Background: an optimization exercise with open tools, aiming at small area and a short achievable clock period. Do not read the settings as production practice.
Function was checked by simulation only, so behaviour that the tests miss may differ from the original.

==> job 1041: inputs <==
==> flow/design.v (excerpt) <==
module cordic_stream (
  input  wire        clk,
  input  wire        rst,
  input  wire        in_valid,
  input  wire [15:0] x0,
  input  wire [15:0] y0,
  input  wire [15:0] z0,
  output wire        out_valid,
  output wire [15:0] out_x,
  output wire [15:0] out_y,
  output wire [15:0] out_z
);
  reg [11:0] valid_sr;
  always @(posedge clk) begin
    if (rst)
      valid_sr <= 12'd0;
    else
      valid_sr <= {valid_sr[10:0], in_valid};
  end
  assign out_valid = valid_sr[11];
  cordic_pipeline core (
    .clk(clk), .x0(x0), .y0(y0), .z0(z0),
    .out_x(out_x), .out_y(out_y), .out_z(out_z)
  );
endmodule
Settings: LEC_CHECK=0, CAP_MARGIN=20, CORE_MARGIN=2, CORE_UTILIZATION=40, SETUP_SLACK_MARGIN=2.8, SLEW_MARGIN=20; clock period 5.0 ns.
standard.sh (not shown) runs the stock make flow with config.mk's settings and CLKGATE_MAP_FILE= SYNTH_SCRIPT=/design/flow/synth_recipe.tcl, a recipe that flattens the netlist after the stock synthesis.
==> flow/flow/run.sh <==
#!/bin/bash
# Layout flow: the standard flow (standard.sh) with two synthesis changes:
# Yosys's full-adder extraction is skipped (ADDER_MAP_FILE empty) and the
# final ABC mapping is area-oriented (flow/synth.tcl, flow/abc_map_area.script).
# Placement, CTS, timing repair and routing are the standard ones.
set -uo pipefail
here=$(pwd)
bash standard.sh SYNTH_SCRIPT="$here/flow/synth.tcl" ADDER_MAP_FILE= finish > "$here/flow_make.log" 2>&1
status=$?
exit $status
==> flow/flow/abc_map_area.script <==
strash
dch
map -a
topo
stime -c
buffer -c
upsize -c
dnsize -c
==> flow/flow/synth.tcl <==
set my_abc_script [file join [file dirname [file normalize [info script]]] abc_map_area.script]
proc abc {args} {
  set i [lsearch -exact $args -script]
  if {$i >= 0} { lset args [expr {$i + 1}] $::my_abc_script }
  puts "abc (area map): $args"
  yosys abc {*}$args
}
source [file join [file dirname [file dirname [file normalize [info script]]]] synth_recipe.tcl]
==> job 6594 (differences from job 1041) <==
==> flow/flow/run.sh (replaced) <==
#!/bin/bash
# Layout flow: the standard flow (standard.sh) with these changes:
#  - synthesis skips Yosys's full-adder extraction (ADDER_MAP_FILE empty)
#    and maps with flow/abc_map.script (see flow/synth.tcl);
#  - every input and output port still gets its own buffer, but a plain
#    buf_4 (BUFFER_PORTS_ARGS) rather than the delay cell ORFS picks.
# Placement, CTS, timing repair and routing are the standard ones.
# The make output (all tools) goes to flow_make.log; ORFS keeps each
# step's log under orfs/logs/.
set -uo pipefail
here=$(pwd)
bash standard.sh SYNTH_SCRIPT="$here/flow/synth.tcl" ADDER_MAP_FILE= \
  "BUFFER_PORTS_ARGS=-buffer_cell sky130_fd_sc_hd__buf_4" finish > "$here/flow_make.log" 2>&1
exit $?
==> flow/flow/abc_map.script (new file) <==
strash
dch
map -D 1500
topo
stime -c
buffer -c
upsize -c
dnsize -c
==> flow/flow/synth.tcl (replaced) <==
set my_abc_script [file join [file dirname [file normalize [info script]]] abc_map.script]
proc abc {args} {
  set i [lsearch -exact $args -script]
  if {$i >= 0} { lset args [expr {$i + 1}] $::my_abc_script }
  puts "abc (own script): $args"
  yosys abc {*}$args
}
source [file join [file dirname [file dirname [file normalize [info script]]]] synth_recipe.tcl]
--- a/flow/config.mk
+++ b/flow/config.mk
@@ -9,4 +9,6 @@
 export CORE_MARGIN = 2
 export CORE_UTILIZATION = 40
-export SETUP_SLACK_MARGIN = 2.8
+export CTS_CLUSTER_DIAMETER = 80
+export CTS_CLUSTER_SIZE = 30
+export SETUP_SLACK_MARGIN = 2.9
 export SLEW_MARGIN = 20
removed: flow/flow/abc_map_area.script
==> qor summary <==
| quantity | job 6594 | job 1041 |
|---|---|---|
| Run status | finished clean | finished clean |
| Final-stage net count | 4150 | 4279 |
| Area of placed instances | 31100 um^2 | 31700 um^2 |
| Simple-gate share of the synthesized area | 19.7% | 20.1% |
| Clock Latency Late Sink | 0.59 ns | 0.61 ns |
| Global routing usage on met1 | 16.3% | 17.8% |
| Period minus WS final | 2.17 ns | 2.21 ns |
| Total number of cells along the worst setup path | 12 | 25 |
| Worst Setup EP | core.xr4[15]$_DFF_P_ | core.yr2[8]$_DFF_P_ |
| Number of global-route vias before repair | 22038 | 21715 |
| Worst hold start | valid_sr[7]$_SDFF_PP0_ | valid_sr[8]$_SDFF_PP0_ |

========
==> build 90: inputs <==
cordic_stream, a different RTL version from the one above (not shown whole).
Settings: LEC_CHECK=0, CAP_MARGIN=20, CORE_MARGIN=2, CORE_UTILIZATION=55, SETUP_SLACK_MARGIN=2.5, SLEW_MARGIN=20; clock period 5.0 ns.
run.sh (not shown) runs the stock make flow with config.mk's settings and CLKGATE_MAP_FILE= SYNTH_SCRIPT=/design/flow/synth_recipe.tcl, a recipe that flattens the netlist after the stock synthesis.
Stock flow here: none of the scripts above is used.
==> inputs of build 26, as changes to build 90 <==
- CORE_UTILIZATION: 55 -> 40
- SETUP_SLACK_MARGIN: 2.5 -> not set
==> comparison <==
- Build 90 ran to the end with violations: negative setup slack. Build 26 completed, yet does not pass: negative setup slack.
- Between build 90 and build 26, the lower sequential share of layout area is in build 90 (gap 2.6 points).
- Against build 90, the routed wire length of build 26 is lower by about 10%.
- Between build 90 and build 26, the lower register-to-register slack is in build 26 (gap 50 ps).
- In build 26 the via count is smaller than in build 90, by 4.1%.
- In flip-flop and latch count, build 90 and build 26 do not differ.
==> figures <==
metric	build 26	build 90
Run status	failed layout checks	failed layout checks
Reasons for failing layout checks	negative setup slack	negative setup slack
Post-route cell area	34800 µm²	37900 µm²
Via count of the first global-routing pass	19200	20100
1st-iter DRT viols	592	493
Row cnt	100	85
Met3 layer wire length in the routed design	1.69 mm	1.55 mm
Initial core utilization	0.403	0.556
Fraction of layout instances using a drive strength above 1	0.118	0.265
Global-route wire length before repair	88.3 mm	95.3 mm
Worst Path Required	5500 ps	5530 ps
Final period demand of the worst path	5730 ps	5680 ps
Met2 WL	26.8 mm	31.6 mm
Core Area	74200 µm²	53800 µm²

========
==> inputs of run D <==
cordic_stream, a different RTL version from the one above (not shown whole).
clock: 5.0 ns
lec_check: 0
cap_margin: 20
core_margin: 2
core_utilization: 40
cts_cluster_diameter: 60
cts_cluster_size: 20
setup_slack_margin: 2.4
slew_margin: 20
==> run M (differences from run D) <==
==> flow/flow/run.sh (new file) <==
#!/bin/bash
# Layout flow: the standard flow (standard.sh) with two synthesis changes:
# Yosys's full-adder extraction is skipped (ADDER_MAP_FILE empty) and the
# final ABC mapping is area-oriented (flow/synth.tcl, flow/abc_map_area.script).
# Placement, CTS, timing repair and routing are the standard ones.
set -uo pipefail
here=$(pwd)
bash standard.sh SYNTH_SCRIPT="$here/flow/synth.tcl" ADDER_MAP_FILE= finish > "$here/flow_make.log" 2>&1
status=$?
exit $status
==> flow/flow/abc_map_area.script (new file) <==
strash
dch
map -a
topo
stime -c
buffer -c
upsize -c
dnsize -c
==> flow/flow/synth.tcl (new file) <==
set my_abc_script [file join [file dirname [file normalize [info script]]] abc_map_area.script]
proc abc {args} {
  set i [lsearch -exact $args -script]
  if {$i >= 0} { lset args [expr {$i + 1}] $::my_abc_script }
  puts "abc (area map): $args"
  yosys abc {*}$args
}
source [file join [file dirname [file dirname [file normalize [info script]]]] synth_recipe.tcl]
==> flow/standard.sh (new file) <==
#!/bin/bash
# synth_recipe.tcl (not shown) runs the flow's synth.tcl, then flattens the netlist and writes it again
# the make line also repeats each setting of config.mk as NAME=value (left out here)
make -C /OpenROAD-flow-scripts/flow DESIGN_CONFIG=/design/flow/config.mk WORK_HOME=/design/flow/orfs CLKGATE_MAP_FILE= SYNTH_SCRIPT=/design/flow/synth_recipe.tcl "${@:-finish}"
CTS_CLUSTER_DIAMETER = unset   (was 60)
CTS_CLUSTER_SIZE = unset   (was 20)
SETUP_SLACK_MARGIN = 2.6   (was 2.4)
removed: flow/run.sh
==> run H (differences from run D) <==
ABC_AREA = 1   (was unset)
CTS_CLUSTER_DIAMETER = unset   (was 60)
CTS_CLUSTER_SIZE = unset   (was 20)
SETUP_SLACK_MARGIN = 2.9   (was 2.4)
==> flow_metrics.env <==
export IMPL_status="finished clean"
export IMPL_synth_top_area_frac=0.368
export IMPL_clk_pin_slew_worst_paths_ps=80
export IMPL_synth_simple_gate_area_frac=0.0860
export IMPL_grt_pass1_vias=20800
export IMPL_vias=20300
[end of results for run D]
==> flow_metrics.env <==
export IMPL_vias=25400
export IMPL_synth_simple_gate_area_frac=0.225
export IMPL_status="finished clean"
export IMPL_grt_pass1_vias=23300
export IMPL_clk_pin_slew_worst_paths_ps=60
[end of results for run M]
==> flow_metrics.env <==
export IMPL_status="finished clean"
export IMPL_vias=26800
export IMPL_numSequentialCells=539
export IMPL_grt_pass1_vias=25300
export IMPL_clk_pin_slew_worst_paths_ps=60
export IMPL_maxSlewViolCount=0
export IMPL_synth_top_area_frac=0.326
export IMPL_synth_simple_gate_area_frac=0.247
[end of results for run H]

========
==> inputs of job 1387 <==
==> flow/design.v <==
module cordic_single_stage #(parameter K = 0, parameter [15:0] ATAN = 16'd0) (
  input  wire [15:0] x_in,
  input  wire [15:0] yi_in,
  input  wire [14:0] w_in,
  input  wire        d_in,
  output wire [15:0] x_out,
  output wire [15:0] yi_out,
  output wire [14:0] w_out,
  output wire        d_out
);
  wire [31:0] xe = {{16{x_in[15]}}, x_in};
  wire [31:0] ye = {{16{yi_in[15]}}, yi_in};
  wire [15:0] sx = xe[K +: 16];
  wire [15:0] sy = ye[K +: 16];
  wire [15:0] y_t;
  cordic_add_xy ax (.a(x_in), .b(sy), .cin(d_in), .s(x_out));
  cordic_add_xy ay (.a(yi_in), .b(~sx), .cin(1'b1), .s(y_t));
  wire [15:0] u = {1'b1, w_in} + ATAN;
  wire flip = ~u[15];
  assign d_out = ~(d_in ^ u[15]);
  assign yi_out = y_t ^ {16{flip}};
  assign w_out = u[14:0] ^ {15{flip}};
endmodule
module cordic_add_xy (input wire [15:0] a, input wire [15:0] b, input wire cin, output wire [15:0] s);
  wire [15:0] p = a ^ b;
  wire [15:0] g = a & b;
  wire g0c = g[0] | (p[0] & cin);
  wire g1_1 = g[1] | (p[1] & g0c);
  wire p1_1 = p[1] & p[0];
  wire g1_3 = g[3] | (p[3] & g[2]);
  wire p1_3 = p[3] & p[2];
  wire g1_5 = g[5] | (p[5] & g[4]);
  wire p1_5 = p[5] & p[4];
  wire g1_7 = g[7] | (p[7] & g[6]);
  wire p1_7 = p[7] & p[6];
  wire g1_9 = g[9] | (p[9] & g[8]);
  wire p1_9 = p[9] & p[8];
  wire g1_11 = g[11] | (p[11] & g[10]);
  wire p1_11 = p[11] & p[10];
  wire g1_13 = g[13] | (p[13] & g[12]);
  wire p1_13 = p[13] & p[12];
  wire g1_15 = g[15] | (p[15] & g[14]);
  wire p1_15 = p[15] & p[14];
  wire g2_2 = g[2] | (p[2] & g1_1);
  wire p2_2 = p[2] & p1_1;
  wire g2_3 = g1_3 | (p1_3 & g1_1);
  wire p2_3 = p1_3 & p1_1;
  wire g2_6 = g[6] | (p[6] & g1_5);
  wire p2_6 = p[6] & p1_5;
  wire g2_7 = g1_7 | (p1_7 & g1_5);
  wire p2_7 = p1_7 & p1_5;
  wire g2_10 = g[10] | (p[10] & g1_9);
  wire p2_10 = p[10] & p1_9;
  wire g2_11 = g1_11 | (p1_11 & g1_9);
  wire p2_11 = p1_11 & p1_9;
  wire g2_14 = g[14] | (p[14] & g1_13);
  wire p2_14 = p[14] & p1_13;
  wire g2_15 = g1_15 | (p1_15 & g1_13);
  wire p2_15 = p1_15 & p1_13;
  wire g3_4 = g[4] | (p[4] & g2_3);
  wire p3_4 = p[4] & p2_3;
  wire g3_5 = g1_5 | (p1_5 & g2_3);
  wire p3_5 = p1_5 & p2_3;
  wire g3_6 = g2_6 | (p2_6 & g2_3);
  wire p3_6 = p2_6 & p2_3;
  wire g3_7 = g2_7 | (p2_7 & g2_3);
  wire p3_7 = p2_7 & p2_3;
  wire g3_12 = g[12] | (p[12] & g2_11);
  wire p3_12 = p[12] & p2_11;
  wire g3_13 = g1_13 | (p1_13 & g2_11);
  wire p3_13 = p1_13 & p2_11;
  wire g3_14 = g2_14 | (p2_14 & g2_11);
  wire p3_14 = p2_14 & p2_11;
  wire g3_15 = g2_15 | (p2_15 & g2_11);
  wire p3_15 = p2_15 & p2_11;
  wire g4_8 = g[8] | (p[8] & g3_7);
  wire p4_8 = p[8] & p3_7;
  wire g4_9 = g1_9 | (p1_9 & g3_7);
  wire p4_9 = p1_9 & p3_7;
  wire g4_10 = g2_10 | (p2_10 & g3_7);
  wire p4_10 = p2_10 & p3_7;
  wire g4_11 = g2_11 | (p2_11 & g3_7);
  wire p4_11 = p2_11 & p3_7;
  wire g4_12 = g3_12 | (p3_12 & g3_7);
  wire p4_12 = p3_12 & p3_7;
  wire g4_13 = g3_13 | (p3_13 & g3_7);
  wire p4_13 = p3_13 & p3_7;
  wire g4_14 = g3_14 | (p3_14 & g3_7);
  wire p4_14 = p3_14 & p3_7;
  wire g4_15 = g3_15 | (p3_15 & g3_7);
  wire p4_15 = p3_15 & p3_7;
  wire [15:0] c = {g4_14, g4_13, g4_12, g4_11, g4_10, g4_9, g4_8, g3_7, g3_6, g3_5, g3_4, g2_3, g2_2, g1_1, g0c, cin};
  assign s = p ^ c;
endmodule
module cordic_pipeline (
  input  wire        clk,
  input  wire [15:0] x0,
  input  wire [15:0] y0,
  input  wire [15:0] z0,
  output wire [15:0] out_x,
  output wire [15:0] out_y,
  output wire [15:0] out_z
);
  wire        dh = ~z0[15];
  reg  [15:0] xi, yi;
  reg  [14:0] wi;
  reg         di;
  always @(posedge clk) begin
    xi <= x0; yi <= y0 ^ {16{dh}}; wi <= z0[14:0] ^ {15{dh}}; di <= dh;
  end
  wire        dc0 = di;
  wire [15:0] xc0 = xi;
  wire [15:0] yc0 = yi;
  wire [14:0] wc0 = wi;
  wire [15:0] xn0, yn0;
  wire [14:0] wn0;
  wire        dn0;
  cordic_single_stage #(.K(0), .ATAN(16'd804)) it0 (
    .x_in(xc0), .yi_in(yc0), .w_in(wc0), .d_in(dc0),
    .x_out(xn0), .yi_out(yn0), .w_out(wn0), .d_out(dn0));
  reg [15:0] xr0, yr0;
  reg [14:0] wr0;
  reg        dr0;
  always @(posedge clk) begin
    xr0 <= xn0; yr0 <= yn0; wr0 <= wn0; dr0 <= dn0;
  end
  wire [15:0] xc1 = xr0, yc1 = yr0;
  wire [14:0] wc1 = wr0;
  wire        dc1 = dr0;
  wire [15:0] xn1, yn1;
  wire [14:0] wn1;
  wire        dn1;
  cordic_single_stage #(.K(1), .ATAN(16'd474)) it1 (
    .x_in(xc1), .yi_in(yc1), .w_in(wc1), .d_in(dc1),
    .x_out(xn1), .yi_out(yn1), .w_out(wn1), .d_out(dn1));
  reg [15:0] xr1, yr1;
  reg [14:0] wr1;
  reg        dr1;
  always @(posedge clk) begin
    xr1 <= xn1; yr1 <= yn1; wr1 <= wn1; dr1 <= dn1;
  end
  wire [15:0] xc2 = xr1, yc2 = yr1;
  wire [14:0] wc2 = wr1;
  wire        dc2 = dr1;
  wire [15:0] xn2, yn2;
  wire [14:0] wn2;
  wire        dn2;
  cordic_single_stage #(.K(2), .ATAN(16'd250)) it2 (
    .x_in(xc2), .yi_in(yc2), .w_in(wc2), .d_in(dc2),
    .x_out(xn2), .yi_out(yn2), .w_out(wn2), .d_out(dn2));
  reg [15:0] xr2, yr2;
  reg [14:0] wr2;
  reg        dr2;
  always @(posedge clk) begin
    xr2 <= xn2; yr2 <= yn2; wr2 <= wn2; dr2 <= dn2;
  end
  wire [15:0] xc3 = xr2, yc3 = yr2;
  wire [14:0] wc3 = wr2;
  wire        dc3 = dr2;
  wire [15:0] xn3, yn3;
  wire [14:0] wn3;
  wire        dn3;
  cordic_single_stage #(.K(3), .ATAN(16'd127)) it3 (
    .x_in(xc3), .yi_in(yc3), .w_in(wc3), .d_in(dc3),
    .x_out(xn3), .yi_out(yn3), .w_out(wn3), .d_out(dn3));
  reg [15:0] xr3, yr3;
  reg [14:0] wr3;
  reg        dr3;
  always @(posedge clk) begin
    xr3 <= xn3; yr3 <= yn3; wr3 <= wn3; dr3 <= dn3;
  end
  wire [15:0] xc4 = xr3, yc4 = yr3;
  wire [14:0] wc4 = wr3;
  wire        dc4 = dr3;
  wire [15:0] xn4, yn4;
  wire [14:0] wn4;
  wire        dn4;
  cordic_single_stage #(.K(4), .ATAN(16'd63)) it4 (
    .x_in(xc4), .yi_in(yc4), .w_in(wc4), .d_in(dc4),
    .x_out(xn4), .yi_out(yn4), .w_out(wn4), .d_out(dn4));
  reg [15:0] xr4, yr4;
  reg [14:0] wr4;
  reg        dr4;
  always @(posedge clk) begin
    xr4 <= xn4; yr4 <= yn4; wr4 <= wn4; dr4 <= dn4;
  end
  wire [15:0] xc5 = xr4, yc5 = yr4;
  wire [14:0] wc5 = wr4;
  wire        dc5 = dr4;
  wire [15:0] xn5, yn5;
  wire [14:0] wn5;
  wire        dn5;
  cordic_single_stage #(.K(5), .ATAN(16'd31)) it5 (
    .x_in(xc5), .yi_in(yc5), .w_in(wc5), .d_in(dc5),
    .x_out(xn5), .yi_out(yn5), .w_out(wn5), .d_out(dn5));
  reg [15:0] xr5, yr5;
  reg [14:0] wr5;
  reg        dr5;
  always @(posedge clk) begin
    xr5 <= xn5; yr5 <= yn5; wr5 <= wn5; dr5 <= dn5;
  end
  wire [15:0] xc6 = xr5, yc6 = yr5;
  wire [14:0] wc6 = wr5;
  wire        dc6 = dr5;
  wire [15:0] xn6, yn6;
  wire [14:0] wn6;
  wire        dn6;
  cordic_single_stage #(.K(6), .ATAN(16'd15)) it6 (
    .x_in(xc6), .yi_in(yc6), .w_in(wc6), .d_in(dc6),
    .x_out(xn6), .yi_out(yn6), .w_out(wn6), .d_out(dn6));
  reg [15:0] xr6, yr6;
  reg [14:0] wr6;
  reg        dr6;
  always @(posedge clk) begin
    xr6 <= xn6; yr6 <= yn6; wr6 <= wn6; dr6 <= dn6;
  end
  wire [15:0] xc7 = xr6, yc7 = yr6;
  wire [14:0] wc7 = wr6;
  wire        dc7 = dr6;
  wire [15:0] xn7, yn7;
  wire [14:0] wn7;
  wire        dn7;
  cordic_single_stage #(.K(7), .ATAN(16'd7)) it7 (
    .x_in(xc7), .yi_in(yc7), .w_in(wc7), .d_in(dc7),
    .x_out(xn7), .yi_out(yn7), .w_out(wn7), .d_out(dn7));
  reg [15:0] xr7, yr7;
  reg [14:0] wr7;
  reg        dr7;
  always @(posedge clk) begin
    xr7 <= xn7; yr7 <= yn7; wr7 <= wn7; dr7 <= dn7;
  end
  wire [15:0] xc8 = xr7, yc8 = yr7;
  wire [14:0] wc8 = wr7;
  wire        dc8 = dr7;
  wire [15:0] xn8, yn8;
  wire [14:0] wn8;
  wire        dn8;
  cordic_single_stage #(.K(8), .ATAN(16'd3)) it8 (
    .x_in(xc8), .yi_in(yc8), .w_in(wc8), .d_in(dc8),
    .x_out(xn8), .yi_out(yn8), .w_out(wn8), .d_out(dn8));
  reg [15:0] xr8, yr8;
  reg [14:0] wr8;
  reg        dr8;
  always @(posedge clk) begin
    xr8 <= xn8; yr8 <= yn8; wr8 <= wn8; dr8 <= dn8;
  end
  wire [15:0] xc9 = xr8, yc9 = yr8;
  wire [14:0] wc9 = wr8;
  wire        dc9 = dr8;
  wire [15:0] xn9, yn9;
  wire [14:0] wn9;
  wire        dn9;
  cordic_single_stage #(.K(9), .ATAN(16'd1)) it9 (
    .x_in(xc9), .yi_in(yc9), .w_in(wc9), .d_in(dc9),
    .x_out(xn9), .yi_out(yn9), .w_out(wn9), .d_out(dn9));
  reg [15:0] xr9, yr9;
  reg [14:0] wr9;
  reg        dr9;
  always @(posedge clk) begin
    xr9 <= xn9; yr9 <= yn9; wr9 <= wn9; dr9 <= dn9;
  end
  wire [15:0] xc10 = xr9, yc10 = yr9;
  wire [14:0] wc10 = wr9;
  wire        dc10 = dr9;
  wire [31:0] xe10 = {{16{xc10[15]}}, xc10};
  wire [31:0] ye10 = {{16{yc10[15]}}, yc10};
  wire [15:0] xn10, yt10;
  cordic_add_xy ax10 (.a(xc10), .b(ye10[10 +: 16]), .cin(dc10), .s(xn10));
  cordic_add_xy ay10 (.a(yc10), .b(~xe10[10 +: 16]), .cin(1'b1), .s(yt10));
  wire [15:0] yn10 = yt10 ^ {16{dc10}};
  wire [15:0] zn10 = {1'b1, wc10} ^ {16{dc10}};
  reg [15:0] xr10, yr10, zr10;
  always @(posedge clk) begin
    xr10 <= xn10; yr10 <= yn10; zr10 <= zn10;
  end
  assign out_x = xr10;
  assign out_y = yr10;
  assign out_z = zr10;
endmodule
module cordic_stream (
  input  wire        clk,
  input  wire        rst,
  input  wire        in_valid,
  input  wire [15:0] x0,
  input  wire [15:0] y0,
  input  wire [15:0] z0,
  output wire        out_valid,
  output wire [15:0] out_x,
  output wire [15:0] out_y,
  output wire [15:0] out_z
);
  reg [11:0] valid_sr;
  always @(posedge clk) begin
    if (rst)
      valid_sr <= 12'd0;
    else
      valid_sr <= {valid_sr[10:0], in_valid};
  end
  assign out_valid = valid_sr[11];
  cordic_pipeline core (
    .clk(clk), .x0(x0), .y0(y0), .z0(z0),
    .out_x(out_x), .out_y(out_y), .out_z(out_z)
  );
endmodule
==> flow/flow/run.sh <==
#!/bin/bash
# Layout flow: the standard flow (standard.sh) with two synthesis changes:
# Yosys's full-adder extraction is skipped (ADDER_MAP_FILE empty), and the
# final ABC mapping uses flow/abc_map.script (see flow/synth.tcl).
# Placement, CTS, timing repair and routing are the standard ones.
# The make output (all tools) goes to flow_make.log; ORFS keeps each
# step's log under orfs/logs/.
set -uo pipefail
here=$(pwd)
bash standard.sh SYNTH_SCRIPT="$here/flow/synth.tcl" ADDER_MAP_FILE= finish > "$here/flow_make.log" 2>&1
exit $?
==> flow/flow/abc_map.script <==
strash
dch
map -D 1500
topo
stime -c
buffer -c
upsize -c
dnsize -c
==> flow/flow/synth.tcl <==
set my_abc_script [file join [file dirname [file normalize [info script]]] abc_map.script]
proc abc {args} {
  set i [lsearch -exact $args -script]
  if {$i >= 0} { lset args [expr {$i + 1}] $::my_abc_script }
  puts "abc (own script): $args"
  yosys abc {*}$args
}
source [file join [file dirname [file dirname [file normalize [info script]]]] synth_recipe.tcl]
==> flow/standard.sh <==
#!/bin/bash
# synth_recipe.tcl (not shown) runs the flow's synth.tcl, then flattens the netlist and writes it again
# the make line also repeats each setting of config.mk as NAME=value (left out here)
make -C /OpenROAD-flow-scripts/flow DESIGN_CONFIG=/design/flow/config.mk WORK_HOME=/design/flow/orfs CLKGATE_MAP_FILE= SYNTH_SCRIPT=/design/flow/synth_recipe.tcl "${@:-finish}"
==> flow/config.mk <==
export PLATFORM = sky130hd
export DESIGN_NAME = cordic_stream
export DESIGN_NICKNAME = cordic_stream
export VERILOG_FILES = /design/flow/design.v
export SDC_FILE = /design/flow/constraint.sdc
export NUM_CORES = 4
export LEC_CHECK = 0
export CAP_MARGIN = 20
export CORE_MARGIN = 2
export CORE_UTILIZATION = 40
export CTS_CLUSTER_DIAMETER = 60
export CTS_CLUSTER_SIZE = 20
export SETUP_SLACK_MARGIN = 2.8
export SLEW_MARGIN = 20
==> flow/constraint.sdc <==
create_clock -name core_clock -period 5.0 [get_ports {clk}]
set_input_delay 1.0000 -clock core_clock [delete_from_list [all_inputs] [get_ports {clk}]]
set_output_delay 1.0000 -clock core_clock [all_outputs]
set_load 0.01 [all_outputs]
==> job 2471 (differences from job 1387) <==
--- a/flow/design.v
+++ b/flow/design.v
@@ -43,51 +43,39 @@
   wire p1_15 = p[15] & p[14];
-  wire g2_2 = g[2] | (p[2] & g1_1);
-  wire p2_2 = p[2] & p1_1;
   wire g2_3 = g1_3 | (p1_3 & g1_1);
   wire p2_3 = p1_3 & p1_1;
-  wire g2_6 = g[6] | (p[6] & g1_5);
-  wire p2_6 = p[6] & p1_5;
   wire g2_7 = g1_7 | (p1_7 & g1_5);
   wire p2_7 = p1_7 & p1_5;
-  wire g2_10 = g[10] | (p[10] & g1_9);
-  wire p2_10 = p[10] & p1_9;
   wire g2_11 = g1_11 | (p1_11 & g1_9);
   wire p2_11 = p1_11 & p1_9;
-  wire g2_14 = g[14] | (p[14] & g1_13);
-  wire p2_14 = p[14] & p1_13;
   wire g2_15 = g1_15 | (p1_15 & g1_13);
   wire p2_15 = p1_15 & p1_13;
-  wire g3_4 = g[4] | (p[4] & g2_3);
-  wire p3_4 = p[4] & p2_3;
-  wire g3_5 = g1_5 | (p1_5 & g2_3);
-  wire p3_5 = p1_5 & p2_3;
-  wire g3_6 = g2_6 | (p2_6 & g2_3);
-  wire p3_6 = p2_6 & p2_3;
   wire g3_7 = g2_7 | (p2_7 & g2_3);
   wire p3_7 = p2_7 & p2_3;
-  wire g3_12 = g[12] | (p[12] & g2_11);
-  wire p3_12 = p[12] & p2_11;
-  wire g3_13 = g1_13 | (p1_13 & g2_11);
-  wire p3_13 = p1_13 & p2_11;
-  wire g3_14 = g2_14 | (p2_14 & g2_11);
-  wire p3_14 = p2_14 & p2_11;
   wire g3_15 = g2_15 | (p2_15 & g2_11);
   wire p3_15 = p2_15 & p2_11;
-  wire g4_8 = g[8] | (p[8] & g3_7);
-  wire p4_8 = p[8] & p3_7;
-  wire g4_9 = g1_9 | (p1_9 & g3_7);
-  wire p4_9 = p1_9 & p3_7;
-  wire g4_10 = g2_10 | (p2_10 & g3_7);
-  wire p4_10 = p2_10 & p3_7;
-  wire g4_11 = g2_11 | (p2_11 & g3_7);
-  wire p4_11 = p2_11 & p3_7;
-  wire g4_12 = g3_12 | (p3_12 & g3_7);
-  wire p4_12 = p3_12 & p3_7;
-  wire g4_13 = g3_13 | (p3_13 & g3_7);
-  wire p4_13 = p3_13 & p3_7;
-  wire g4_14 = g3_14 | (p3_14 & g3_7);
-  wire p4_14 = p3_14 & p3_7;
   wire g4_15 = g3_15 | (p3_15 & g3_7);
   wire p4_15 = p3_15 & p3_7;
-  wire [15:0] c = {g4_14, g4_13, g4_12, g4_11, g4_10, g4_9, g4_8, g3_7, g3_6, g3_5, g3_4, g2_3, g2_2, g1_1, g0c, cin};
+  wire g6_11 = g2_11 | (p2_11 & g3_7);
+  wire p6_11 = p2_11 & p3_7;
+  wire g7_5 = g1_5 | (p1_5 & g2_3);
+  wire p7_5 = p1_5 & p2_3;
+  wire g7_9 = g1_9 | (p1_9 & g3_7);
+  wire p7_9 = p1_9 & p3_7;
+  wire g7_13 = g1_13 | (p1_13 & g6_11);
+  wire p7_13 = p1_13 & p6_11;
+  wire g8_2 = g[2] | (p[2] & g1_1);
+  wire p8_2 = p[2] & p1_1;
+  wire g8_4 = g[4] | (p[4] & g2_3);
+  wire p8_4 = p[4] & p2_3;
+  wire g8_6 = g[6] | (p[6] & g7_5);
+  wire p8_6 = p[6] & p7_5;
+  wire g8_8 = g[8] | (p[8] & g3_7);
+  wire p8_8 = p[8] & p3_7;
+  wire g8_10 = g[10] | (p[10] & g7_9);
+  wire p8_10 = p[10] & p7_9;
+  wire g8_12 = g[12] | (p[12] & g6_11);
+  wire p8_12 = p[12] & p6_11;
+  wire g8_14 = g[14] | (p[14] & g7_13);
+  wire p8_14 = p[14] & p7_13;
+  wire [15:0] c = {g8_14, g7_13, g8_12, g6_11, g8_10, g7_9, g8_8, g3_7, g8_6, g7_5, g8_4, g2_3, g8_2, g1_1, g0c, cin};
   assign s = p ^ c;
@@ -103,13 +91,7 @@
 );
-  wire        dh = ~z0[15];
-  reg  [15:0] xi, yi;
-  reg  [14:0] wi;
-  reg         di;
-  always @(posedge clk) begin
-    xi <= x0; yi <= y0 ^ {16{dh}}; wi <= z0[14:0] ^ {15{dh}}; di <= dh;
-  end
-  wire        dc0 = di;
-  wire [15:0] xc0 = xi;
-  wire [15:0] yc0 = yi;
-  wire [14:0] wc0 = wi;
+  wire [15:0] xa = x0, ya = y0, za = z0;
+  wire        dc0 = ~za[15];
+  wire [15:0] xc0 = xa;
+  wire [15:0] yc0 = ya ^ {16{dc0}};
+  wire [14:0] wc0 = za[14:0] ^ {15{dc0}};
   wire [15:0] xn0, yn0;
@@ -291,10 +273,10 @@
 );
-  reg [11:0] valid_sr;
+  reg [10:0] valid_sr;
   always @(posedge clk) begin
     if (rst)
-      valid_sr <= 12'd0;
+      valid_sr <= 11'd0;
     else
-      valid_sr <= {valid_sr[10:0], in_valid};
-  end
-  assign out_valid = valid_sr[11];
+      valid_sr <= {valid_sr[9:0], in_valid};
+  end
+  assign out_valid = valid_sr[10];
   cordic_pipeline core (
==> flow/run.sh (new file) <==
#!/bin/bash
# synth_recipe.tcl (not shown) runs the flow's synth.tcl, then flattens the netlist and writes it again
# the make line also repeats each setting of config.mk as NAME=value (left out here)
make -C /OpenROAD-flow-scripts/flow DESIGN_CONFIG=/design/flow/config.mk WORK_HOME=/design/flow/orfs CLKGATE_MAP_FILE= SYNTH_SCRIPT=/design/flow/synth_recipe.tcl finish
ABC_AREA = 1   (was not set)
CTS_CLUSTER_DIAMETER = not set   (was 60)
CTS_CLUSTER_SIZE = not set   (was 20)
SETUP_SLACK_MARGIN = 2.7   (was 2.8)
removed: flow/flow/run.sh
removed: flow/flow/abc_map.script
removed: flow/flow/synth.tcl
removed: flow/standard.sh
==> run summary <==
- For this block, the initial DRC count from the detailed router was 783.
- Synthesis produced a netlist with a net count of 3871.
- The flow ran to the end and the layout has no timing, DRC or antenna violations.
- The final critical path takes up 44.3% of the cycle.
- The clock-pin transition on the worst setup and hold timing paths is 80 ps.
- The clock buffer count from CTS is 51.
Source of the figures above: job 1387

==> run summary <==
- The flow ran to the end and the layout has no timing, DRC or antenna violations.
- The part of the cycle the worst path needs is 52.7%.
- Synthesis produced 3169 cells.
- The number of nets handed over by synthesis was 3690.
- The worst-skew pair later-pin latency is 630 ps.
- Counting the buffers created by CTS gives 59.
- After clock tree synthesis, the clock-pin slew on the worst setup and hold paths is 60 ps.
- Headroom to the max-slew limit came out at 55.3%.
Source of the figures above: job 2471

-- afterwards: timing with drivers on the ports --
Ports are ideal in the flow. The routed layouts listed here were re-timed in OpenROAD.
Step 1 (the two cells are an assumption about what drives the block):
set clk [get_ports {clk}]
set_driving_cell -lib_cell sky130_fd_sc_hd__clkbuf_16 $clk
set_driving_cell -lib_cell sky130_fd_sc_hd__buf_2 [delete_from_list [all_inputs] $clk]
Step 2, shift: input delay + t, output delay - t, t = (earliest + latest rising clock arrival at the registers) / 2. This alone moves slack from input paths to output paths.
Slacks: ideal / step 1 / step 2; pairs: ideal / step 1.
run | shift t [ns] | slack for setup (ns) | worst setup path at the end | clock arrival spread, ns
job 1041 | 0.662 | 2.793 / 2.793 / 2.793 | register to register | 0.023 / 0.022
job 6594 | 0.635 | 2.829 / 2.829 / 2.829 | register to register | 0.042 / 0.042
build 90 | 0.678 | -0.678 / -0.678 / -0.678 | register to register | 0.025 / 0.024
build 26 | 0.682 | -0.732 / -0.732 / -0.732 | register to register | 0.060 / 0.060
run D | 0.659 | 2.302 / 2.302 / 1.829 | input to register | 0.041 / 0.041
run M | 0.682 | 2.600 / 2.600 / 1.969 | input to register | 0.038 / 0.038
run H | 0.648 | 2.676 / 2.676 / 2.166 | input to register | 0.027 / 0.026
job 1387 | 0.661 | 2.786 / 2.786 / 2.786 | register to register | 0.034 / 0.034
job 2471 | 0.676 | 2.366 / 2.260 / 1.584 | input to register | 0.030 / 0.030
For job 2471, which loses most, drivers alone change the setup slack by -0.106 ns; drivers and shift together by -0.782 ns.
